What follows belongs to an exercise in optimizing a design on an open flow for small area and a short achievable clock period; a production flow would make more cautious choices. Only simulation tests tie the RTL to the original design; equivalence was not proved. No activity file was given, so power comes from the tool's default toggle rates.

**design/flow/config.mk**
```make
export PLATFORM = sky130hd
export DESIGN_NAME = timing
export DESIGN_NICKNAME = timing
export VERILOG_FILES = /design/flow/design.v
export SDC_FILE = /design/flow/constraint.sdc
export NUM_CORES = 4
export LEC_CHECK = 0
export ABC_AREA = 1
export CAP_MARGIN = 20
export CORE_MARGIN = 2
export CORE_UTILIZATION = 40
export SLEW_MARGIN = 20
export SYNTH_HIERARCHICAL = 1
```
**design/flow/constraint.sdc**
```tcl
create_clock -name core_clock -period 8.5 [get_ports {clk}]
set_input_delay 1.7000 -clock core_clock [delete_from_list [all_inputs] [get_ports {clk}]]
set_output_delay 1.7000 -clock core_clock [all_outputs]
set_load 0.01 [all_outputs]
```
**design/flow/run.sh**
```bash
#!/bin/bash
# synth_recipe.tcl (not shown) runs the flow's synth.tcl, then flattens the netlist and writes it again
# the make line also repeats each setting of config.mk as NAME=value (left out here)
make -C /OpenROAD-flow-scripts/flow DESIGN_CONFIG=/design/flow/config.mk WORK_HOME=/design/flow/orfs CLKGATE_MAP_FILE= SYNTH_SCRIPT=/design/flow/synth_recipe.tcl finish
```
**design/flow/design.v**
```verilog
module timing (
    input clk,
    input [7:0] a,
    input [7:0] b,
    output [31:0] c
  );
  wire [11:0] x, y;
  p4tab ta (.v(a), .p(x));
  p4tab tb (.v(b), .p(y));
  reg [11:0] x_q, y_q;
  reg a0_q, b0_q;
  reg [11:0] lo_q, lo2_q;
  reg cy_q;
  reg [19:0] hs_q, hc_q, hi_q;
  wire p1, p2, p3, p4, p5, p6, p7, p8, p9, p10, p11, p12, p13, p14, p15, p16, p17, p18, p19, p20, p21, p22, p23, p24, p25, p26, p27, p28, p29, p30, p31, p32, p33, p34, p35, p36, p37, p38, p39, p40, p41, p42, p43, p44, p45, p46, p47, p48, p49, p50, p51, p52, p53, p54, p55, p56, p57, p58, p59, p60, p61, p62, p63, p64, p65, p66, p67, p68, p69, p70, p71, p72, p73, p74, p75, p76, p77, p78, p79, p80, p81, p82, p83, p84, p85, p86, p87, p88, p89, p90, p91, p92, p93, p94, p95, p96, p97, p98, p99, p100, p101, p102, p103, p104, p105, p106, p107, p108, p109, p110, p111, p112, p113, p114, p115, p116, p117, p118, p119, p120, p121, p122, p123, p124, p125, p126, p127, p128, p129, p130, p131, p132, p133, p134, p135, p136, p137, p138, p139, p140, p141, p142, p143, p144, p145, p146, p147, p148, p149, p150, p151, p152, p153, p154, p155, p156, p157, p158, p159, p160, p161, p162, p163, p164, p165, p166, p167, p168, p169, s170, k171, s172, k173, s174, k175, s176, k177, s178, k179, s180, k181, s182, k183, s184, k185, s186, k187, s188, k189, s190, k191, s192, k193, s194, k195, s196, k197, s198, k199, s200, k201, s202, k203, s204, k205, s206, k207, s208, k209, s210, k211, s212, k213, s214, k215, s216, k217, s218, k219, s220, k221, s222, k223, s224, k225, s226, k227, s228, k229, s230, k231, s232, k233, s234, k235, s236, k237, s238, k239, s240, k241, s242, k243, s244, k245, s246, k247, s248, k249, s250, k251, s252, k253, s254, k255, s256, k257, s258, k259, s260, k261, s262, k263, s264, k265, s266, k267, s268, k269, s270, k271, s272, k273, s274, k275, s276, k277, s278, k279, s280, k281, s282, k283, s284, k285, s286, k287, s288, k289, s290, k291, s292, k293, s294, k295, s296, k297, s298, k299, s300, k301, s302, k303, s304, k305, s306, k307, s308, k309, s310, k311, s312, k313, s314, k315, s316, k317, s318, k319, s320, k321, s322, k323, s324, k325, s326, k327, s328, k329, s330, k331, s332, k333, s334, k335, s336, k337, s338, k339, s340, k341, s342, k343, s344, k345, s346, k347, s348, k349, s350, k351, s352, k353, s354, k355, s356, k357, s358, k359, s360, k361, s362, k363, s364, k365, s366, k367, s368, k369, s370, k371, s372, k373, s374, k375, s376, k377, s378, k379, s380, k381, s382, k383, s384, k385, s386, k387, s388, k389, s390, k391, s392, k393, s394, k395, s396, k397, s398, k399, s400, k401, s402, k403, s404, k405, s406, k407, s408, k409, s410, k411, s412, k413, s414, k415, s416, k417, s418, k419, s420, k421;
  assign p1 = ~(x_q[0] & y_q[0]);
  assign p2 = ~(x_q[0] & y_q[1]);
  assign p3 = ~(x_q[0] & y_q[2]);
  assign p4 = ~(x_q[0] & y_q[3]);
  assign p5 = ~(x_q[0] & y_q[4]);
  assign p6 = ~(x_q[0] & y_q[5]);
  assign p7 = ~(x_q[0] & y_q[6]);
  assign p8 = ~(x_q[0] & y_q[7]);
  assign p9 = ~(x_q[0] & y_q[8]);
  assign p10 = ~(x_q[0] & y_q[9]);
  assign p11 = ~(x_q[0] & y_q[10]);
  assign p12 = ~(x_q[0] & y_q[11]);
  assign p13 = ~(x_q[1] & y_q[0]);
  assign p14 = ~(x_q[1] & y_q[1]);
  assign p15 = ~(x_q[1] & y_q[2]);
  assign p16 = ~(x_q[1] & y_q[3]);
  assign p17 = ~(x_q[1] & y_q[4]);
  assign p18 = ~(x_q[1] & y_q[5]);
  assign p19 = ~(x_q[1] & y_q[6]);
  assign p20 = ~(x_q[1] & y_q[7]);
  assign p21 = ~(x_q[1] & y_q[8]);
  assign p22 = ~(x_q[1] & y_q[9]);
  assign p23 = ~(x_q[1] & y_q[10]);
  assign p24 = ~(x_q[1] & y_q[11]);
  assign p25 = ~(x_q[2] & y_q[0]);
  assign p26 = ~(x_q[2] & y_q[1]);
  assign p27 = ~(x_q[2] & y_q[2]);
  assign p28 = ~(x_q[2] & y_q[3]);
  assign p29 = ~(x_q[2] & y_q[4]);
  assign p30 = ~(x_q[2] & y_q[5]);
  assign p31 = ~(x_q[2] & y_q[6]);
  assign p32 = ~(x_q[2] & y_q[7]);
  assign p33 = ~(x_q[2] & y_q[8]);
  assign p34 = ~(x_q[2] & y_q[9]);
  assign p35 = ~(x_q[2] & y_q[10]);
  assign p36 = ~(x_q[2] & y_q[11]);
  assign p37 = ~(x_q[3] & y_q[0]);
  assign p38 = ~(x_q[3] & y_q[1]);
  assign p39 = ~(x_q[3] & y_q[2]);
  assign p40 = ~(x_q[3] & y_q[3]);
  assign p41 = ~(x_q[3] & y_q[4]);
  assign p42 = ~(x_q[3] & y_q[5]);
  assign p43 = ~(x_q[3] & y_q[6]);
  assign p44 = ~(x_q[3] & y_q[7]);
  assign p45 = ~(x_q[3] & y_q[8]);
  assign p46 = ~(x_q[3] & y_q[9]);
  assign p47 = ~(x_q[3] & y_q[10]);
  assign p48 = ~(x_q[3] & y_q[11]);
  assign p49 = ~(x_q[4] & y_q[0]);
  assign p50 = ~(x_q[4] & y_q[1]);
  assign p51 = ~(x_q[4] & y_q[2]);
  assign p52 = ~(x_q[4] & y_q[3]);
  assign p53 = ~(x_q[4] & y_q[4]);
  assign p54 = ~(x_q[4] & y_q[5]);
  assign p55 = ~(x_q[4] & y_q[6]);
  assign p56 = ~(x_q[4] & y_q[7]);
  assign p57 = ~(x_q[4] & y_q[8]);
  assign p58 = ~(x_q[4] & y_q[9]);
  assign p59 = ~(x_q[4] & y_q[10]);
  assign p60 = ~(x_q[4] & y_q[11]);
  assign p61 = ~(x_q[5] & y_q[0]);
  assign p62 = ~(x_q[5] & y_q[1]);
  assign p63 = ~(x_q[5] & y_q[2]);
  assign p64 = ~(x_q[5] & y_q[3]);
  assign p65 = ~(x_q[5] & y_q[4]);
  assign p66 = ~(x_q[5] & y_q[5]);
  assign p67 = ~(x_q[5] & y_q[6]);
  assign p68 = ~(x_q[5] & y_q[7]);
  assign p69 = ~(x_q[5] & y_q[8]);
  assign p70 = ~(x_q[5] & y_q[9]);
  assign p71 = ~(x_q[5] & y_q[10]);
  assign p72 = ~(x_q[5] & y_q[11]);
  assign p73 = ~(x_q[6] & y_q[0]);
  assign p74 = ~(x_q[6] & y_q[1]);
  assign p75 = ~(x_q[6] & y_q[2]);
  assign p76 = ~(x_q[6] & y_q[3]);
  assign p77 = ~(x_q[6] & y_q[4]);
  assign p78 = ~(x_q[6] & y_q[5]);
  assign p79 = ~(x_q[6] & y_q[6]);
  assign p80 = ~(x_q[6] & y_q[7]);
  assign p81 = ~(x_q[6] & y_q[8]);
  assign p82 = ~(x_q[6] & y_q[9]);
  assign p83 = ~(x_q[6] & y_q[10]);
  assign p84 = ~(x_q[6] & y_q[11]);
  assign p85 = ~(x_q[7] & y_q[0]);
  assign p86 = ~(x_q[7] & y_q[1]);
  assign p87 = ~(x_q[7] & y_q[2]);
  assign p88 = ~(x_q[7] & y_q[3]);
  assign p89 = ~(x_q[7] & y_q[4]);
  assign p90 = ~(x_q[7] & y_q[5]);
  assign p91 = ~(x_q[7] & y_q[6]);
  assign p92 = ~(x_q[7] & y_q[7]);
  assign p93 = ~(x_q[7] & y_q[8]);
  assign p94 = ~(x_q[7] & y_q[9]);
  assign p95 = ~(x_q[7] & y_q[10]);
  assign p96 = ~(x_q[7] & y_q[11]);
  assign p97 = ~(x_q[8] & y_q[0]);
  assign p98 = ~(x_q[8] & y_q[1]);
  assign p99 = ~(x_q[8] & y_q[2]);
  assign p100 = ~(x_q[8] & y_q[3]);
  assign p101 = ~(x_q[8] & y_q[4]);
  assign p102 = ~(x_q[8] & y_q[5]);
  assign p103 = ~(x_q[8] & y_q[6]);
  assign p104 = ~(x_q[8] & y_q[7]);
  assign p105 = ~(x_q[8] & y_q[8]);
  assign p106 = ~(x_q[8] & y_q[9]);
  assign p107 = ~(x_q[8] & y_q[10]);
  assign p108 = ~(x_q[8] & y_q[11]);
  assign p109 = ~(x_q[9] & y_q[0]);
  assign p110 = ~(x_q[9] & y_q[1]);
  assign p111 = ~(x_q[9] & y_q[2]);
  assign p112 = ~(x_q[9] & y_q[3]);
  assign p113 = ~(x_q[9] & y_q[4]);
  assign p114 = ~(x_q[9] & y_q[5]);
  assign p115 = ~(x_q[9] & y_q[6]);
  assign p116 = ~(x_q[9] & y_q[7]);
  assign p117 = ~(x_q[9] & y_q[8]);
  assign p118 = ~(x_q[9] & y_q[9]);
  assign p119 = ~(x_q[9] & y_q[10]);
  assign p120 = ~(x_q[9] & y_q[11]);
  assign p121 = ~(x_q[10] & y_q[0]);
  assign p122 = ~(x_q[10] & y_q[1]);
  assign p123 = ~(x_q[10] & y_q[2]);
  assign p124 = ~(x_q[10] & y_q[3]);
  assign p125 = ~(x_q[10] & y_q[4]);
  assign p126 = ~(x_q[10] & y_q[5]);
  assign p127 = ~(x_q[10] & y_q[6]);
  assign p128 = ~(x_q[10] & y_q[7]);
  assign p129 = ~(x_q[10] & y_q[8]);
  assign p130 = ~(x_q[10] & y_q[9]);
  assign p131 = ~(x_q[10] & y_q[10]);
  assign p132 = ~(x_q[10] & y_q[11]);
  assign p133 = ~(x_q[11] & y_q[0]);
  assign p134 = ~(x_q[11] & y_q[1]);
  assign p135 = ~(x_q[11] & y_q[2]);
  assign p136 = ~(x_q[11] & y_q[3]);
  assign p137 = ~(x_q[11] & y_q[4]);
  assign p138 = ~(x_q[11] & y_q[5]);
  assign p139 = ~(x_q[11] & y_q[6]);
  assign p140 = ~(x_q[11] & y_q[7]);
  assign p141 = ~(x_q[11] & y_q[8]);
  assign p142 = ~(x_q[11] & y_q[9]);
  assign p143 = ~(x_q[11] & y_q[10]);
  assign p144 = ~(x_q[11] & y_q[11]);
  assign p145 = ~(a0_q & y_q[0]);
  assign p146 = ~(b0_q & x_q[0]);
  assign p147 = ~(a0_q & y_q[1]);
  assign p148 = ~(b0_q & x_q[1]);
  assign p149 = ~(a0_q & y_q[2]);
  assign p150 = ~(b0_q & x_q[2]);
  assign p151 = ~(a0_q & y_q[3]);
  assign p152 = ~(b0_q & x_q[3]);
  assign p153 = ~(a0_q & y_q[4]);
  assign p154 = ~(b0_q & x_q[4]);
  assign p155 = ~(a0_q & y_q[5]);
  assign p156 = ~(b0_q & x_q[5]);
  assign p157 = ~(a0_q & y_q[6]);
  assign p158 = ~(b0_q & x_q[6]);
  assign p159 = ~(a0_q & y_q[7]);
  assign p160 = ~(b0_q & x_q[7]);
  assign p161 = ~(a0_q & y_q[8]);
  assign p162 = ~(b0_q & x_q[8]);
  assign p163 = ~(a0_q & y_q[9]);
  assign p164 = ~(b0_q & x_q[9]);
  assign p165 = ~(a0_q & y_q[10]);
  assign p166 = ~(b0_q & x_q[10]);
  assign p167 = ~(a0_q & y_q[11]);
  assign p168 = ~(b0_q & x_q[11]);
  assign p169 = ~(a0_q & b0_q);
  han_cell us170 (.a(p8), .b(p19), .s(s170), .co(k171));
  han_cell us172 (.a(p9), .b(p20), .s(s172), .co(k173));
  fa_cell us174 (.a(p10), .b(p21), .c(p32), .s(s174), .co(k175));
  fa_cell us176 (.a(p11), .b(p22), .c(p33), .s(s176), .co(k177));
  han_cell us178 (.a(p44), .b(p55), .s(s178), .co(k179));
  fa_cell us180 (.a(p12), .b(p23), .c(p34), .s(s180), .co(k181));
  fa_cell us182 (.a(p45), .b(p56), .c(p67), .s(s182), .co(k183));
  han_cell us184 (.a(p78), .b(p89), .s(s184), .co(k185));
  fa_cell us186 (.a(p24), .b(p35), .c(p46), .s(s186), .co(k187));
  fa_cell us188 (.a(p57), .b(p68), .c(p79), .s(s188), .co(k189));
  han_cell us190 (.a(p90), .b(p101), .s(s190), .co(k191));
  fa_cell us192 (.a(p36), .b(p47), .c(p58), .s(s192), .co(k193));
  fa_cell us194 (.a(p69), .b(p80), .c(p91), .s(s194), .co(k195));
  fa_cell us196 (.a(p48), .b(p59), .c(p70), .s(s196), .co(k197));
  han_cell us198 (.a(p5), .b(p16), .s(s198), .co(k199));
  fa_cell us200 (.a(p6), .b(p17), .c(p28), .s(s200), .co(k201));
  han_cell us202 (.a(p39), .b(p50), .s(s202), .co(k203));
  fa_cell us204 (.a(p7), .b(p18), .c(p29), .s(s204), .co(k205));
  fa_cell us206 (.a(p40), .b(p51), .c(p62), .s(s206), .co(k207));
  han_cell us208 (.a(p73), .b(p165), .s(s208), .co(k209));
  fa_cell us210 (.a(p30), .b(p41), .c(p52), .s(s210), .co(k211));
  fa_cell us212 (.a(p63), .b(p74), .c(p85), .s(s212), .co(k213));
  fa_cell us214 (.a(p167), .b(p168), .c(s170), .s(s214), .co(k215));
  fa_cell us216 (.a(p31), .b(p42), .c(p53), .s(s216), .co(k217));
  fa_cell us218 (.a(p64), .b(p75), .c(p86), .s(s218), .co(k219));
  fa_cell us220 (.a(p97), .b(k171), .c(s172), .s(s220), .co(k221));
  fa_cell us222 (.a(p43), .b(p54), .c(p65), .s(s222), .co(k223));
  fa_cell us224 (.a(p76), .b(p87), .c(p98), .s(s224), .co(k225));
  fa_cell us226 (.a(p109), .b(k173), .c(s174), .s(s226), .co(k227));
  fa_cell us228 (.a(p66), .b(p77), .c(p88), .s(s228), .co(k229));
  fa_cell us230 (.a(p99), .b(p110), .c(p121), .s(s230), .co(k231));
  fa_cell us232 (.a(s178), .b(k175), .c(s176), .s(s232), .co(k233));
  fa_cell us234 (.a(p100), .b(p111), .c(p122), .s(s234), .co(k235));
  fa_cell us236 (.a(p133), .b(k179), .c(s184), .s(s236), .co(k237));
  fa_cell us238 (.a(k177), .b(s180), .c(s182), .s(s238), .co(k239));
  fa_cell us240 (.a(p112), .b(p123), .c(p134), .s(s240), .co(k241));
  fa_cell us242 (.a(k185), .b(s190), .c(k181), .s(s242), .co(k243));
  fa_cell us244 (.a(k183), .b(s186), .c(s188), .s(s244), .co(k245));
  fa_cell us246 (.a(p102), .b(p113), .c(p124), .s(s246), .co(k247));
  fa_cell us248 (.a(p135), .b(k191), .c(k187), .s(s248), .co(k249));
  fa_cell us250 (.a(k189), .b(s192), .c(s194), .s(s250), .co(k251));
  fa_cell us252 (.a(p81), .b(p92), .c(p103), .s(s252), .co(k253));
  fa_cell us254 (.a(p114), .b(p125), .c(p136), .s(s254), .co(k255));
  fa_cell us256 (.a(k193), .b(k195), .c(s196), .s(s256), .co(k257));
  fa_cell us258 (.a(p60), .b(p71), .c(p82), .s(s258), .co(k259));
  fa_cell us260 (.a(p93), .b(p104), .c(p115), .s(s260), .co(k261));
  fa_cell us262 (.a(p126), .b(p137), .c(k197), .s(s262), .co(k263));
  fa_cell us264 (.a(p72), .b(p83), .c(p94), .s(s264), .co(k265));
  fa_cell us266 (.a(p105), .b(p116), .c(p127), .s(s266), .co(k267));
  fa_cell us268 (.a(p84), .b(p95), .c(p106), .s(s268), .co(k269));
  han_cell us270 (.a(p3), .b(p14), .s(s270), .co(k271));
  fa_cell us272 (.a(p4), .b(p15), .c(p26), .s(s272), .co(k273));
  han_cell us274 (.a(p37), .b(p159), .s(s274), .co(k275));
  fa_cell us276 (.a(p27), .b(p38), .c(p49), .s(s276), .co(k277));
  fa_cell us278 (.a(p161), .b(p162), .c(s198), .s(s278), .co(k279));
  fa_cell us280 (.a(p61), .b(p163), .c(p164), .s(s280), .co(k281));
  fa_cell us282 (.a(k199), .b(s202), .c(s200), .s(s282), .co(k283));
  fa_cell us284 (.a(p166), .b(k203), .c(s208), .s(s284), .co(k285));
  fa_cell us286 (.a(k201), .b(s204), .c(s206), .s(s286), .co(k287));
  fa_cell us288 (.a(k209), .b(k205), .c(k207), .s(s288), .co(k289));
  fa_cell us290 (.a(s210), .b(s212), .c(s214), .s(s290), .co(k291));
  fa_cell us292 (.a(k211), .b(k213), .c(s216), .s(s292), .co(k293));
  fa_cell us294 (.a(s218), .b(k215), .c(s220), .s(s294), .co(k295));
  fa_cell us296 (.a(k217), .b(k219), .c(s222), .s(s296), .co(k297));
  fa_cell us298 (.a(s224), .b(k221), .c(s226), .s(s298), .co(k299));
  fa_cell us300 (.a(k223), .b(k225), .c(s228), .s(s300), .co(k301));
  fa_cell us302 (.a(s230), .b(k227), .c(s232), .s(s302), .co(k303));
  fa_cell us304 (.a(k229), .b(k231), .c(s234), .s(s304), .co(k305));
  fa_cell us306 (.a(s236), .b(k233), .c(s238), .s(s306), .co(k307));
  fa_cell us308 (.a(k235), .b(s240), .c(k237), .s(s308), .co(k309));
  fa_cell us310 (.a(s242), .b(k239), .c(s244), .s(s310), .co(k311));
  fa_cell us312 (.a(k241), .b(s246), .c(k243), .s(s312), .co(k313));
  fa_cell us314 (.a(s248), .b(k245), .c(s250), .s(s314), .co(k315));
  fa_cell us316 (.a(k247), .b(s252), .c(s254), .s(s316), .co(k317));
  fa_cell us318 (.a(k249), .b(k251), .c(s256), .s(s318), .co(k319));
  fa_cell us320 (.a(k253), .b(k255), .c(s258), .s(s320), .co(k321));
  fa_cell us322 (.a(s260), .b(s262), .c(k257), .s(s322), .co(k323));
  fa_cell us324 (.a(p138), .b(k259), .c(k261), .s(s324), .co(k325));
  fa_cell us326 (.a(s264), .b(s266), .c(k263), .s(s326), .co(k327));
  fa_cell us328 (.a(p117), .b(p128), .c(p139), .s(s328), .co(k329));
  fa_cell us330 (.a(k265), .b(k267), .c(s268), .s(s330), .co(k331));
  fa_cell us332 (.a(p96), .b(p107), .c(p118), .s(s332), .co(k333));
  fa_cell us334 (.a(p129), .b(p140), .c(k269), .s(s334), .co(k335));
  fa_cell us336 (.a(p108), .b(p119), .c(p130), .s(s336), .co(k337));
  han_cell us338 (.a(p2), .b(p13), .s(s338), .co(k339));
  fa_cell us340 (.a(p25), .b(p157), .c(p158), .s(s340), .co(k341));
  fa_cell us342 (.a(p160), .b(k271), .c(s274), .s(s342), .co(k343));
  fa_cell us344 (.a(k275), .b(k273), .c(s276), .s(s344), .co(k345));
  fa_cell us346 (.a(k277), .b(s280), .c(k279), .s(s346), .co(k347));
  fa_cell us348 (.a(k281), .b(s284), .c(k283), .s(s348), .co(k349));
  fa_cell us350 (.a(k285), .b(s288), .c(k287), .s(s350), .co(k351));
  fa_cell us352 (.a(k289), .b(s292), .c(k291), .s(s352), .co(k353));
  fa_cell us354 (.a(k293), .b(s296), .c(k295), .s(s354), .co(k355));
  fa_cell us356 (.a(k297), .b(s300), .c(k299), .s(s356), .co(k357));
  fa_cell us358 (.a(k301), .b(s304), .c(k303), .s(s358), .co(k359));
  fa_cell us360 (.a(k305), .b(s308), .c(k307), .s(s360), .co(k361));
  fa_cell us362 (.a(k309), .b(s312), .c(k311), .s(s362), .co(k363));
  fa_cell us364 (.a(s316), .b(k313), .c(k315), .s(s364), .co(k365));
  fa_cell us366 (.a(k317), .b(s320), .c(s322), .s(s366), .co(k367));
  fa_cell us368 (.a(s324), .b(k321), .c(s326), .s(s368), .co(k369));
  fa_cell us370 (.a(s328), .b(k325), .c(s330), .s(s370), .co(k371));
  fa_cell us372 (.a(k329), .b(s332), .c(s334), .s(s372), .co(k373));
  fa_cell us374 (.a(p141), .b(k333), .c(s336), .s(s374), .co(k375));
  fa_cell us376 (.a(p120), .b(p131), .c(p142), .s(s376), .co(k377));
  han_cell us378 (.a(p1), .b(p153), .s(s378), .co(k379));
  fa_cell us380 (.a(p155), .b(p156), .c(s338), .s(s380), .co(k381));
  fa_cell us382 (.a(k339), .b(s270), .c(s340), .s(s382), .co(k383));
  fa_cell us384 (.a(k341), .b(s272), .c(s342), .s(s384), .co(k385));
  fa_cell us386 (.a(k343), .b(s278), .c(s344), .s(s386), .co(k387));
  fa_cell us388 (.a(k345), .b(s282), .c(s346), .s(s388), .co(k389));
  fa_cell us390 (.a(s286), .b(k347), .c(s348), .s(s390), .co(k391));
  fa_cell us392 (.a(s290), .b(k349), .c(s350), .s(s392), .co(k393));
  fa_cell us394 (.a(s294), .b(k351), .c(s352), .s(s394), .co(k395));
  fa_cell us396 (.a(s298), .b(k353), .c(s354), .s(s396), .co(k397));
  fa_cell us398 (.a(s302), .b(k355), .c(s356), .s(s398), .co(k399));
  fa_cell us400 (.a(s306), .b(k357), .c(s358), .s(s400), .co(k401));
  fa_cell us402 (.a(s310), .b(k359), .c(s360), .s(s402), .co(k403));
  fa_cell us404 (.a(s314), .b(k361), .c(s362), .s(s404), .co(k405));
  fa_cell us406 (.a(s318), .b(k363), .c(s364), .s(s406), .co(k407));
  fa_cell us408 (.a(k319), .b(k365), .c(s366), .s(s408), .co(k409));
  fa_cell us410 (.a(k323), .b(s368), .c(k367), .s(s410), .co(k411));
  fa_cell us412 (.a(k327), .b(s370), .c(k369), .s(s412), .co(k413));
  fa_cell us414 (.a(k331), .b(s372), .c(k371), .s(s414), .co(k415));
  fa_cell us416 (.a(k335), .b(s374), .c(k373), .s(s416), .co(k417));
  fa_cell us418 (.a(k337), .b(s376), .c(k375), .s(s418), .co(k419));
  fa_cell us420 (.a(p132), .b(p143), .c(k377), .s(s420), .co(k421));
  wire [11:0] s_lo = {s384, s382, s380, p154, p151, p149, p147, p145, 1'b0, 1'b0, 1'b0, p169};
  wire [11:0] c_lo = {k383, k381, k379, s378, p152, p150, p148, p146, 1'b0, 1'b0, 1'b0, 1'b0};
  wire [19:0] s_hi = {1'b0, p144, s420, s418, s416, s414, s412, s410, s408, s406, s404, s402, s400, s398, s396, s394, s392, s390, s388, s386};
  wire [19:0] c_hi = {1'b0, k421, k419, k417, k415, k413, k411, k409, k407, k405, k403, k401, k399, k397, k395, k393, k391, k389, k387, k385};
  wire [12:0] lo_sum = (s_lo ^ 12'hff1) + (c_lo ^ 12'hff0);
  wire [19:0] hi_sum = (hs_q ^ 20'h7ffff) + (hc_q ^ 20'h7ffff) + cy_q;
  assign c = {hi_q, lo2_q};
  always @(posedge clk) begin
    x_q <= x;
    y_q <= y;
    a0_q <= a[0];
    b0_q <= b[0];
    lo_q <= lo_sum[11:0];
    cy_q <= lo_sum[12];
    hs_q <= s_hi;
    hc_q <= c_hi;
    lo2_q <= lo_q;
    hi_q <= hi_sum;
  end
endmodule
module fa_cell (input a, input b, input c, output s, output co);
  assign {co, s} = a + b + c;
endmodule
module ha_cell (input a, input b, output s, output co);
  assign {co, s} = a + b;
endmodule
module han_cell (input a, input b, output s, output co);
  assign s = ~(a ^ b);
  assign co = a | b;
endmodule
module p4tab (input [7:0] v, output reg [11:0] p);
  always @* case (v)
    8'd0: p = 12'd0;
    8'd1: p = 12'd0;
    8'd2: p = 12'd1;
    8'd3: p = 12'd5;
    8'd4: p = 12'd16;
    8'd5: p = 12'd39;
    8'd6: p = 12'd81;
    8'd7: p = 12'd150;
    8'd8: p = 12'd256;
    8'd9: p = 12'd410;
    8'd10: p = 12'd625;
    8'd11: p = 12'd915;
    8'd12: p = 12'd1296;
    8'd13: p = 12'd1785;
    8'd14: p = 12'd2401;
    8'd15: p = 12'd3164;
    8'd16: p = 12'd0;
    8'd17: p = 12'd1124;
    8'd18: p = 12'd2465;
    8'd19: p = 12'd4049;
    8'd20: p = 12'd1808;
    8'd21: p = 12'd3963;
    8'd22: p = 12'd2353;
    8'd23: p = 12'd1106;
    8'd24: p = 12'd256;
    8'd25: p = 12'd3934;
    8'd26: p = 12'd3985;
    8'd27: p = 12'd447;
    8'd28: p = 12'd1552;
    8'd29: p = 12'd3245;
    8'd30: p = 12'd1473;
    8'd31: p = 12'd376;
    8'd32: p = 12'd0;
    8'd33: p = 12'd392;
    8'd34: p = 12'd1601;
    8'd35: p = 12'd3677;
    8'd36: p = 12'd2576;
    8'd37: p = 12'd2447;
    8'd38: p = 12'd3345;
    8'd39: p = 12'd1230;
    8'd40: p = 12'd256;
    8'd41: p = 12'd482;
    8'd42: p = 12'd1969;
    8'd43: p = 12'd683;
    8'd44: p = 12'd784;
    8'd45: p = 12'd2337;
    8'd46: p = 12'd1313;
    8'd47: p = 12'd1876;
    8'd48: p = 12'd0;
    8'd49: p = 12'd3948;
    8'd50: p = 12'd1505;
    8'd51: p = 12'd937;
    8'd52: p = 12'd2320;
    8'd53: p = 12'd1635;
    8'd54: p = 12'd3057;
    8'd55: p = 12'd2570;
    8'd56: p = 12'd256;
    8'd57: p = 12'd294;
    8'd58: p = 12'd2769;
    8'd59: p = 12'd3671;
    8'd60: p = 12'd3088;
    8'd61: p = 12'd1109;
    8'd62: p = 12'd1921;
    8'd63: p = 12'd1520;
    8'd64: p = 12'd0;
    8'd65: p = 12'd1552;
    8'd66: p = 12'd2177;
    8'd67: p = 12'd1973;
    8'd68: p = 12'd1040;
    8'd69: p = 12'd3575;
    8'd70: p = 12'd1489;
    8'd71: p = 12'd3078;
    8'd72: p = 12'd256;
    8'd73: p = 12'd1322;
    8'd74: p = 12'd2289;
    8'd75: p = 12'd3267;
    8'd76: p = 12'd272;
    8'd77: p = 12'd1609;
    8'd78: p = 12'd3297;
    8'd79: p = 12'd1356;
    8'd80: p = 12'd0;
    8'd81: p = 12'd3444;
    8'd82: p = 12'd3617;
    8'd83: p = 12'd641;
    8'd84: p = 12'd2832;
    8'd85: p = 12'd2123;
    8'd86: p = 12'd2737;
    8'd87: p = 12'd706;
    8'd88: p = 12'd256;
    8'd89: p = 12'd1518;
    8'd90: p = 12'd529;
    8'd91: p = 12'd1519;
    8'd92: p = 12'd528;
    8'd93: p = 12'd1789;
    8'd94: p = 12'd1345;
    8'd95: p = 12'd3432;
    8'd96: p = 12'd0;
    8'd97: p = 12'd3480;
    8'd98: p = 12'd1729;
    8'd99: p = 12'd3085;
    8'd100: p = 12'd3600;
    8'd101: p = 12'd3423;
    8'd102: p = 12'd2705;
    8'd103: p = 12'd1598;
    8'd104: p = 12'd256;
    8'd105: p = 12'd2930;
    8'd106: p = 12'd1585;
    8'd107: p = 12'd475;
    8'd108: p = 12'd3856;
    8'd109: p = 12'd3697;
    8'd110: p = 12'd161;
    8'd111: p = 12'd1604;
    8'd112: p = 12'd0;
    8'd113: p = 12'd3708;
    8'd114: p = 12'd609;
    8'd115: p = 12'd3161;
    8'd116: p = 12'd3344;
    8'd117: p = 12'd1331;
    8'd118: p = 12'd1393;
    8'd119: p = 12'd3706;
    8'd120: p = 12'd256;
    8'd121: p = 12'd3510;
    8'd122: p = 12'd1361;
    8'd123: p = 12'd2183;
    8'd124: p = 12'd2064;
    8'd125: p = 12'd1189;
    8'd126: p = 12'd3841;
    8'd127: p = 12'd2016;
    8'd128: p = 12'd0;
    8'd129: p = 12'd2080;
    8'd130: p = 12'd257;
    8'd131: p = 12'd2917;
    8'd132: p = 12'd2064;
    8'd133: p = 12'd1991;
    8'd134: p = 12'd2897;
    8'd135: p = 12'd886;
    8'd136: p = 12'd256;
    8'd137: p = 12'd1210;
    8'd138: p = 12'd3953;
    8'd139: p = 12'd499;
    8'd140: p = 12'd3344;
    8'd141: p = 12'd409;
    8'd142: p = 12'd97;
    8'd143: p = 12'd2620;
    8'd144: p = 12'd0;
    8'd145: p = 12'd644;
    8'd146: p = 12'd673;
    8'd147: p = 12'd305;
    8'd148: p = 12'd3856;
    8'd149: p = 12'd3355;
    8'd150: p = 12'd3121;
    8'd151: p = 12'd3378;
    8'd152: p = 12'd256;
    8'd153: p = 12'd2174;
    8'd154: p = 12'd1169;
    8'd155: p = 12'd1567;
    8'd156: p = 12'd3600;
    8'd157: p = 12'd3405;
    8'd158: p = 12'd1217;
    8'd159: p = 12'd1368;
    8'd160: p = 12'd0;
    8'd161: p = 12'd1448;
    8'd162: p = 12'd1857;
    8'd163: p = 12'd1469;
    8'd164: p = 12'd528;
    8'd165: p = 12'd3375;
    8'd166: p = 12'd2065;
    8'd167: p = 12'd942;
    8'd168: p = 12'd256;
    8'd169: p = 12'd258;
    8'd170: p = 12'd1201;
    8'd171: p = 12'd3339;
    8'd172: p = 12'd2832;
    8'd173: p = 12'd4033;
    8'd174: p = 12'd3105;
    8'd175: p = 12'd308;
    8'd176: p = 12'd0;
    8'd177: p = 12'd2444;
    8'd178: p = 12'd3809;
    8'd179: p = 12'd265;
    8'd180: p = 12'd272;
    8'd181: p = 12'd3;
    8'd182: p = 12'd3825;
    8'd183: p = 12'd3818;
    8'd184: p = 12'd256;
    8'd185: p = 12'd1606;
    8'd186: p = 12'd4049;
    8'd187: p = 12'd3767;
    8'd188: p = 12'd1040;
    8'd189: p = 12'd245;
    8'd190: p = 12'd1665;
    8'd191: p = 12'd1488;
    8'd192: p = 12'd0;
    8'd193: p = 12'd1584;
    8'd194: p = 12'd2433;
    8'd195: p = 12'd2837;
    8'd196: p = 12'd3088;
    8'd197: p = 12'd3479;
    8'd198: p = 12'd209;
    8'd199: p = 12'd1766;
    8'd200: p = 12'd256;
    8'd201: p = 12'd74;
    8'd202: p = 12'd1521;
    8'd203: p = 12'd803;
    8'd204: p = 12'd2320;
    8'd205: p = 12'd2281;
    8'd206: p = 12'd993;
    8'd207: p = 12'd2860;
    8'd208: p = 12'd0;
    8'd209: p = 12'd916;
    8'd210: p = 12'd1825;
    8'd211: p = 12'd3041;
    8'd212: p = 12'd784;
    8'd213: p = 12'd3563;
    8'd214: p = 12'd3505;
    8'd215: p = 12'd930;
    8'd216: p = 12'd256;
    8'd217: p = 12'd1806;
    8'd218: p = 12'd1809;
    8'd219: p = 12'd591;
    8'd220: p = 12'd2576;
    8'd221: p = 12'd3997;
    8'd222: p = 12'd1089;
    8'd223: p = 12'd2376;
    8'd224: p = 12'd0;
    8'd225: p = 12'd2488;
    8'd226: p = 12'd1985;
    8'd227: p = 12'd2925;
    8'd228: p = 12'd1552;
    8'd229: p = 12'd2303;
    8'd230: p = 12'd1425;
    8'd231: p = 12'd3358;
    8'd232: p = 12'd256;
    8'd233: p = 12'd658;
    8'd234: p = 12'd817;
    8'd235: p = 12'd1083;
    8'd236: p = 12'd1808;
    8'd237: p = 12'd3345;
    8'd238: p = 12'd1953;
    8'd239: p = 12'd2084;
    8'd240: p = 12'd0;
    8'd241: p = 12'd156;
    8'd242: p = 12'd2913;
    8'd243: p = 12'd441;
    8'd244: p = 12'd1296;
    8'd245: p = 12'd1747;
    8'd246: p = 12'd2161;
    8'd247: p = 12'd2906;
    8'd248: p = 12'd256;
    8'd249: p = 12'd2774;
    8'd250: p = 12'd2641;
    8'd251: p = 12'd231;
    8'd252: p = 12'd16;
    8'd253: p = 12'd2373;
    8'd254: p = 12'd3585;
    8'd255: p = 12'd4032;
    default: p = 12'd0;
  endcase
endmodule
```
==> results.txt, run 1 <==
Worst setup EP type=flip-flop; largest net degree at the start of global routing=50; layout cells sized above 1=0.0357; commonest non-fill, non-tap cells in the layout=nand2_1 (781), nand3_1 (271), inv_1 (194); Worst-Margin Slew=0.935 ns; Final Cycle Share=0.520; clk root buf=clkbuf_16; first-pass GRT wire length=between 70000 and 80000 um; largest family of logic cells by synthesized area=simple AND/OR/NAND/NOR gates; Post-Synth XOR/XNOR Area=0.0104; Slew Limit Headroom=0.377; # IOs=between 40 and 50; hold path cells=0; adder-cell share of the synthesized area=0.255; Starting Density=0.404; worst path required time=just under 9 ns; gr ovfl total=0; Routed Wire Length=between 40000 and 50000 um; VDD IR max=between 0.1 and 0.15 mV; Lkg Pwr=around 6.8 nW; RSZ-0062 raised after global routing=no; residual DRC count=0; post_cts resized=0; final setup fails=0; RR Startpoint=y_q[8]; met2 routed WL=~20000 um; Avg Synthesized Cell Area=approximately 6.4 sq um; clk_skew=around 0.015 ns; CTS tree=yes; Slew Viols, Final=0; most common cell after layout, fill and taps aside=nand2_1; status=finished clean; Worst Hold Margin=~0.33 ns; maxcap violations=0; met3 WL=around 4600 um; top_reg_cell synth=dfxtp_1; Ant. Diodes=0; number of global-route vias before repair=about 13000; mux share of post-synthesis cell area=0; initial antenna violation count=0; vias per cell=~5.7; WHS Endpoint=lo2_q[11]; Final min period=4.42 ns; Pwr Density=about 210 nW/um^2; Compound-Gate Fraction of Synth Area=0.0633; post-synthesis cell count=a little under 2000; via count=around 13000; CTS clock-pin slew for the worst setup and hold paths=roughly 0.08 ns; Skew-Pair Late Insertion Delay=0.36 ns; CTS Buf Count=9; Max Freq=between 200 and 250 MHz; routed len/inst=19.3 um; Seq/Total Area, Yosys=0.163; placed insts=~2300; Mapped Area=12600 sq um; area growth from synthesis to layout=6.41%; register bit total from synthesis=around 100; Core ar.=31300 sq um; post-detailed-route count of antenna-violating nets=0; reg2reg path depth=6; Crit path arrival time=approximately 4.7 ns; htree depth=3; Synth Area in Simple Gates=0.403; Die W=approximately 180 um; Std-Cell Rows=65; Synth cell types=35; setup slack, reg-to-reg=5.00 ns; Startpoint Class=input pin; fillcell total=3400; Nets=~2200; met1 wire length=approximately 19000 um; Worst Path Max Fanout=39; buffers from clock root to sink, at most=2; postcts setup bufs=0; EDFF count, synth=0; 1st-pass router iterations=6; GRT Total Usage=0.278; asr flop ratio synth=0; critical path class=in2reg; reg2reg end=hs_q[8]; Max Used Layer=met4; final count of hold timing violations=0; min-delay worst type=reg2reg; CTS sink cnt=103; hold_sp=lo_q[11]; I/O Buffers=45; # hold bufs at CTS=0; Layout Cells excl Fill=between 2000 and 2500; die area=about 33000 sq um; detailed placement HPWL=32900 um; Placer Congestion=~1.1; Yosys Warn Count=8; final setup TNS=0 ns; die extent in y=between 150 and 200 um; initial DRC count=roughly 1500
-- synth_stat cells (2+ instances only) --
cell type,count,area [sq um]
a21oi_1,91,455
a22oi_1,2,15.0
a31oi_1,3,18.8
a32o_1,2,20.0
and2_1,2,12.5
buf_1,6,22.5
buf_2,36,180
buf_4,15,113
buf_6,10,113
clkbuf_1,38,143
dfxtp_1,103,2060
fa_1,117,2340
ha_1,70,876
inv_1,194,728
inv_2,9,33.8
nand2_1,781,2930
nand2_2,20,125
nand3_1,271,1360
nand3_2,2,20.0
nand3b_1,4,30.0
nand4_1,19,119
nor2_1,107,402
nor2_2,7,43.8
nor3_1,7,35.0
o211ai_1,2,15.0
o21ai_0,46,230
o21ai_1,2,10.0
o22ai_1,2,12.5
or2_2,2,12.5
xnor2_1,4,35.0
xor2_1,11,96.3
-- cell type report --
cell class                      count  area, sq um  area share
Clock buffer                       10          239      0.0178
Inverter                          203          762      0.0567
Timing Repair Buffer               59          556      0.0413
Tap cell                          402          503      0.0374
Multi-Input combinational cell   1580         9250       0.688
Sequential cell                   103         2060       0.153
Clock inverter                      6         75.1     0.00558
-- through the flow --
stage	power, mW	area, sq um	setup slack (ns)	utilization
final	2.87	13400	4.08	0.429
after global routing	3.16	13400	3.97	0.429
after CTS	2.88	13400	4.28	0.429
after detailed placement	2.43	13100	3.91	0.419
after global placement	2.40	13100	3.79	0.419
after floorplan	1.93	12600	5.24	-
-- state kept, by name, summed over array words and instances (netlist names) --
signal,flops
hs_q,19
y_q,12
lo_q,9
hi_q,20
hc_q,19
lo2_q,9
a0_q,1
x_q,12
cy_q,1
b0_q,1
-- where the power goes --
| part | internal (mW) | switching, mW |
|---|---|---|
| Clock | 0.242 | 0.206 |
| Combinational | 0.662 | 0.974 |
| Sequential | 0.672 | 0.112 |
| Total | 1.57 | 1.29 |
-- worst max path at each step --
stage | from | cells past startpoint | endpoint
after floorplan | a[1] | 13 | x_q[7]
after global placement | a[3] | 13 | x_q[10]
after detailed placement | b[3] | 14 | y_q[11]
after CTS | b[3] | 14 | y_q[11]
after global routing | b[3] | 14 | y_q[11]
final | b[3] | 12 | y_q[11]
-- modules after synthesis, one instance, submodules excluded --
module	copies in the design	flops+latches	cells	area (sq um)
fa_cell	114	0	1	20.0
han_cell	12	0	5	27.5
p4tab	2	0	610	2810
timing	1	103	595	4390
-- kinds of logic (layout without fill, tap and decap cells) --
kind of cell	count (synthesis)	in the layout
other	1	3
xor gates and xnor gates	15	15
buffers and inverters	308	278
and+or+nand+nor	1222	1222
adders and majority gates	187	187
AOI/OAI and AO/OA	153	153
DFF	103	103
-- critical path: stages --
cell and delay [ns]:
clkdlybuf4s50_1 0.85, buf_4 0.53, nand2_1 0.39, inv_1 0.54, nand3_1 0.14, nand2_1 0.12
inv_1 0.04, nand2_1 0.06, nand3_1 0.10, nand2_1 0.09, nand2_1 0.05, nand2_1 0.09
-- per-layer routing --
metal | track usage | vias up
met5 | 0 | -
met4 | 0.154 | 0
met3 | 0.0457 | 172
met2 | 0.436 | 831
met1 | 0.365 | 6212
li1 | - | 6170
==> inputs of run 2 (changes only) <==
--- a/design/flow/config.mk
+++ b/design/flow/config.mk
@@ -9,5 +9,6 @@
 export CAP_MARGIN = 20
 export CORE_MARGIN = 2
 export CORE_UTILIZATION = 40
+export SETUP_SLACK_MARGIN = 5
 export SLEW_MARGIN = 20
 export SYNTH_HIERARCHICAL = 1
==> results.txt, run 2 <==
status=finished clean (unchanged); reg2reg end=hs_q[8] (unchanged); residual DRC count=0 (unchanged); Synth cell types=35 (unchanged); Avg Synthesized Cell Area=6.35 sq um (unchanged); via count=13605 (was 13385); clk_skew=0.0137 ns (was 0.0145 ns); Std-Cell Rows=65 (unchanged); post-detailed-route count of antenna-violating nets=0 (unchanged); top_reg_cell synth=dfxtp_1 (unchanged); CTS Buf Count=9 (unchanged); detailed placement HPWL=32900 um (unchanged); Core ar.=31300 sq um (unchanged); Pwr Density=208 nW/um^2 (was 213 nW/um^2); hold_sp=lo_q[11] (unchanged); commonest non-fill, non-tap cells in the layout=nand2_1 (771), nand3_1 (271), inv_1 (185) (was nand2_1 (781), nand3_1 (271), inv_1 (194)); ranking of synthesized cells by area=nand2_1 (23%), fa_1 (19%), dfxtp_1 (16%), nand3_1 (11%), ha_1 (6.9%) (unchanged); first-pass GRT wire length=73600 um (was 72300 um); maxcap violations=0 (unchanged); CTS clock-pin slew for the worst setup and hold paths=0.08 ns (about the same); Nets=2187 (was 2160); CTS sink cnt=103 (unchanged); Slew Viols, Final=0 (unchanged); PnR Total Power=2.90 mW (was 2.87 mW); 1st-pass router iterations=7 (was 6); WHS Endpoint=lo2_q[11] (unchanged); die extent in y=182 um (unchanged); initial antenna violation count=0 (unchanged); buffers from clock root to sink, at most=2 (unchanged); layout cells sized above 1=0.0644 (was 0.0357); fillcell total=3355 (was 3400); Mapped Area=12600 sq um (unchanged); # IOs=49 (unchanged); clk root buf=clkbuf_16 (unchanged); largest net degree at the start of global routing=50 (unchanged); worst path required time=8.80 ns (about the same); initial DRC count=1441 (was 1465); FF/Latch Area=2070 sq um (was 2060 sq um); Lkg Pwr=7.04 nW (was 6.82 nW); routed len/inst=19.7 um (was 19.3 um); final setup TNS=0 ns (unchanged); EDFF count, synth=0 (unchanged); VDD IR max=0.106 mV (about the same); Layout Cells excl Fill=2390 (was 2363); list of most frequent post-synthesis cells=nand2_1 (781), nand3_1 (271), inv_1 (194) (unchanged); reg2reg path depth=6 (unchanged); number of global-route vias before repair=13433 (was 13162); Slew Limit Headroom=0.530 (was 0.377); Startpoint Class=input pin (unchanged); GRT Total Usage=0.283 (was 0.278); Starting Density=0.404 (unchanged); post-synthesis cell count=1989 (unchanged); gr ovfl total=0 (unchanged); Worst Hold Margin=0.329 ns (about the same); most common cell after layout, fill and taps aside=nand2_1 (unchanged); setup slack, reg-to-reg=5.12 ns (was 5.00 ns); register bit total from synthesis=103 (unchanged); Largest regs=hi_q (20), hc_q (19), hs_q (19) (unchanged); Die W=182 um (unchanged); Final Cycle Share=0.410 (was 0.520); Final min period=3.48 ns (was 4.42 ns); final count of hold timing violations=0 (unchanged); I/O Buffers=45 (unchanged); RR Startpoint=y_q[11] (was y_q[8]); Yosys top cell by area=nand2_1 (unchanged); Worst setup EP type=flip-flop (unchanged); vias per cell=5.69 (was 5.66); critical path class=in2reg (unchanged); Skew-Pair Late Insertion Delay=0.36 ns (about the same); placed insts=2347 (unchanged); Worst Path Max Fanout=48 (was 39); Largest register FFs=20 (unchanged); Synth top area share=0.232 (unchanged); Yosys Warn Count=8 (unchanged); final setup fails=0 (unchanged); Routed Wire Length=47200 um (was 45700 um); Max Freq=287 MHz (was 226 MHz); Placer Congestion=1.08 (unchanged); area growth from synthesis to layout=10.5% (was 6.41%); Ant. Diodes=0 (unchanged); hold path cells=0 (unchanged); die area=33000 sq um (unchanged); count leader, synth=nand2_1 (unchanged); htree depth=3 (unchanged); asr flop ratio synth=0 (unchanged); min-delay worst type=reg2reg (unchanged); largest reg by FF count=hi_q (unchanged); Crit path arrival time=3.78 ns (was 4.72 ns); multi-input logic area=9290 sq um (was 9250 sq um); Seq/Total Area, Yosys=0.163 (unchanged); RSZ-0062 raised after global routing=yes (was no); Worst-Margin Slew=0.703 ns (was 0.935 ns); CTS tree=yes (unchanged)
run 2: cell types whose count changed in the layout (fill, tap and decap cells not counted), sizes merged:
cell,change
dlygate4sd2,+2
clkinv,+2
bufbuf,+3
clkdlybuf4s50,-10
dlymetal6s2s,+3
buf,+21
clkdlybuf4s15,+1
clkbuf,+5
inv,-10
clkinvlp,+10
run 2: worst max-delay path: stages:
cell and delay [ns]:
clkdlybuf4s15_2 0.34, inv_2 0.11, buf_6 0.36, nand2_1 0.34, inv_2 0.29, nand2_2 0.15
nand3_1 0.10, nor2_1 0.04, nor2_1 0.08, nand2_1 0.06, nand2_1 0.06, nand2_1 0.04
nand2_1 0.08
run 2: per-module statistics from Yosys, one instance, submodules excluded:
module    cells  copies in the design
timing      595                     1
han_cell      5                    12
fa_cell       1                   114
p4tab       610                     2
run 2: logic make-up after synthesis:
kind of cell | count (synthesis) | synth area share
adders and majority gates | 187 | 0.255
DFF | 103 | 0.163
other | 1 | 0.000297
buffers and inverters | 308 | 0.105
AOI/OAI and AO/OA | 153 | 0.0633
xor gates and xnor gates | 15 | 0.0104
and+or+nand+nor | 1222 | 0.403
run 2: metrics by stage:
step / utilization / area [sq um] / worst slack [ns]
finish: 0.446 / 14000 / 5.02
global route: 0.446 / 14000 / 4.98
CTS: 0.443 / 13900 / 4.99
detailed placement: 0.419 / 13100 / 3.91
global placement: 0.419 / 13100 / 3.79
floorplan: - / 12600 / 5.24
run 2: layout make-up:
type                       count  share of cell area
sequential                   103               0.148
timing repair buffer          84              0.0685
multi-input combinational   1580               0.665
clock inverter                 6             0.00538
inverter                     203              0.0585
clock buffer                  10              0.0171
tap                          402              0.0360
timing repair inverter         2             0.00108
run 2: metal layers:
layer  share of wire  GRT usage  vias to the layer above
met1            0.41      0.371                     6301
met4           0.053      0.162                        0
met2            0.43      0.442                      872
met5               0          0                        -
li1                -          -                     6239
met3            0.11     0.0473                      193
run 2: worst max path at each step:
| stage | from | to | depth (start not counted) |
|---|---|---|---|
| floorplan | a[1] | x_q[7] | 13 |
| global placement | a[3] | x_q[10] | 13 |
| detailed placement | b[3] | y_q[11] | 14 |
| CTS | b[1] | y_q[11] | 12 |
| global route | b[4] | y_q[5] | 13 |
| finish | b[3] | y_q[9] | 13 |
run 2: timing repair:
action                     4_1_cts  5_1_grt
gates cloned                     5        2
hold buffers                     0        0
buffers inserted                19        1
hold endpoints to repair         0        0
gates resized for setup         64       26
setup endpoints to repair       23       24
run 2: power by group:
| part | internal (mW) | total (mW) | leakage [nW] | switching (mW) |
|---|---|---|---|---|
| registers | 0.672 | 0.784 | 0.864 | 0.112 |
| logic | 0.682 | 1.67 | 6.02 | 0.989 |
| clock network | 0.242 | 0.448 | 0.152 | 0.207 |
| total | 1.60 | 2.90 | 7.04 | 1.31 |

[re-timing with driven ports]
No port has a modelled driver above. Below, the same layouts with a new extraction and two added sets of constraints.
Step 1 assumes that a clkbuf_16 drives the clock port and a buf_2 every other input.
Step 2 also shifts input and output timing later by t, the mid clock arrival at the registers, as if the neighbouring blocks saw the same clock.
Three values: ideal, step 1, step 2; two values: the first two.
run | t, ns | slack for setup (ns) | clock arrival spread, ns | slew at the worst register clock pin (ns)
run 1 | 0.401 | 4.077 / 4.097 / 3.696 | 0.014 / 0.014 | 0.08 / 0.08
run 2 | 0.400 | 5.018 / 5.041 / 4.641 | 0.014 / 0.014 | 0.08 / 0.08
After both steps setup and hold are still met in every run listed. For run 1, which loses most, drivers alone change the setup slack by +0.020 ns; drivers and shift together by -0.381 ns.
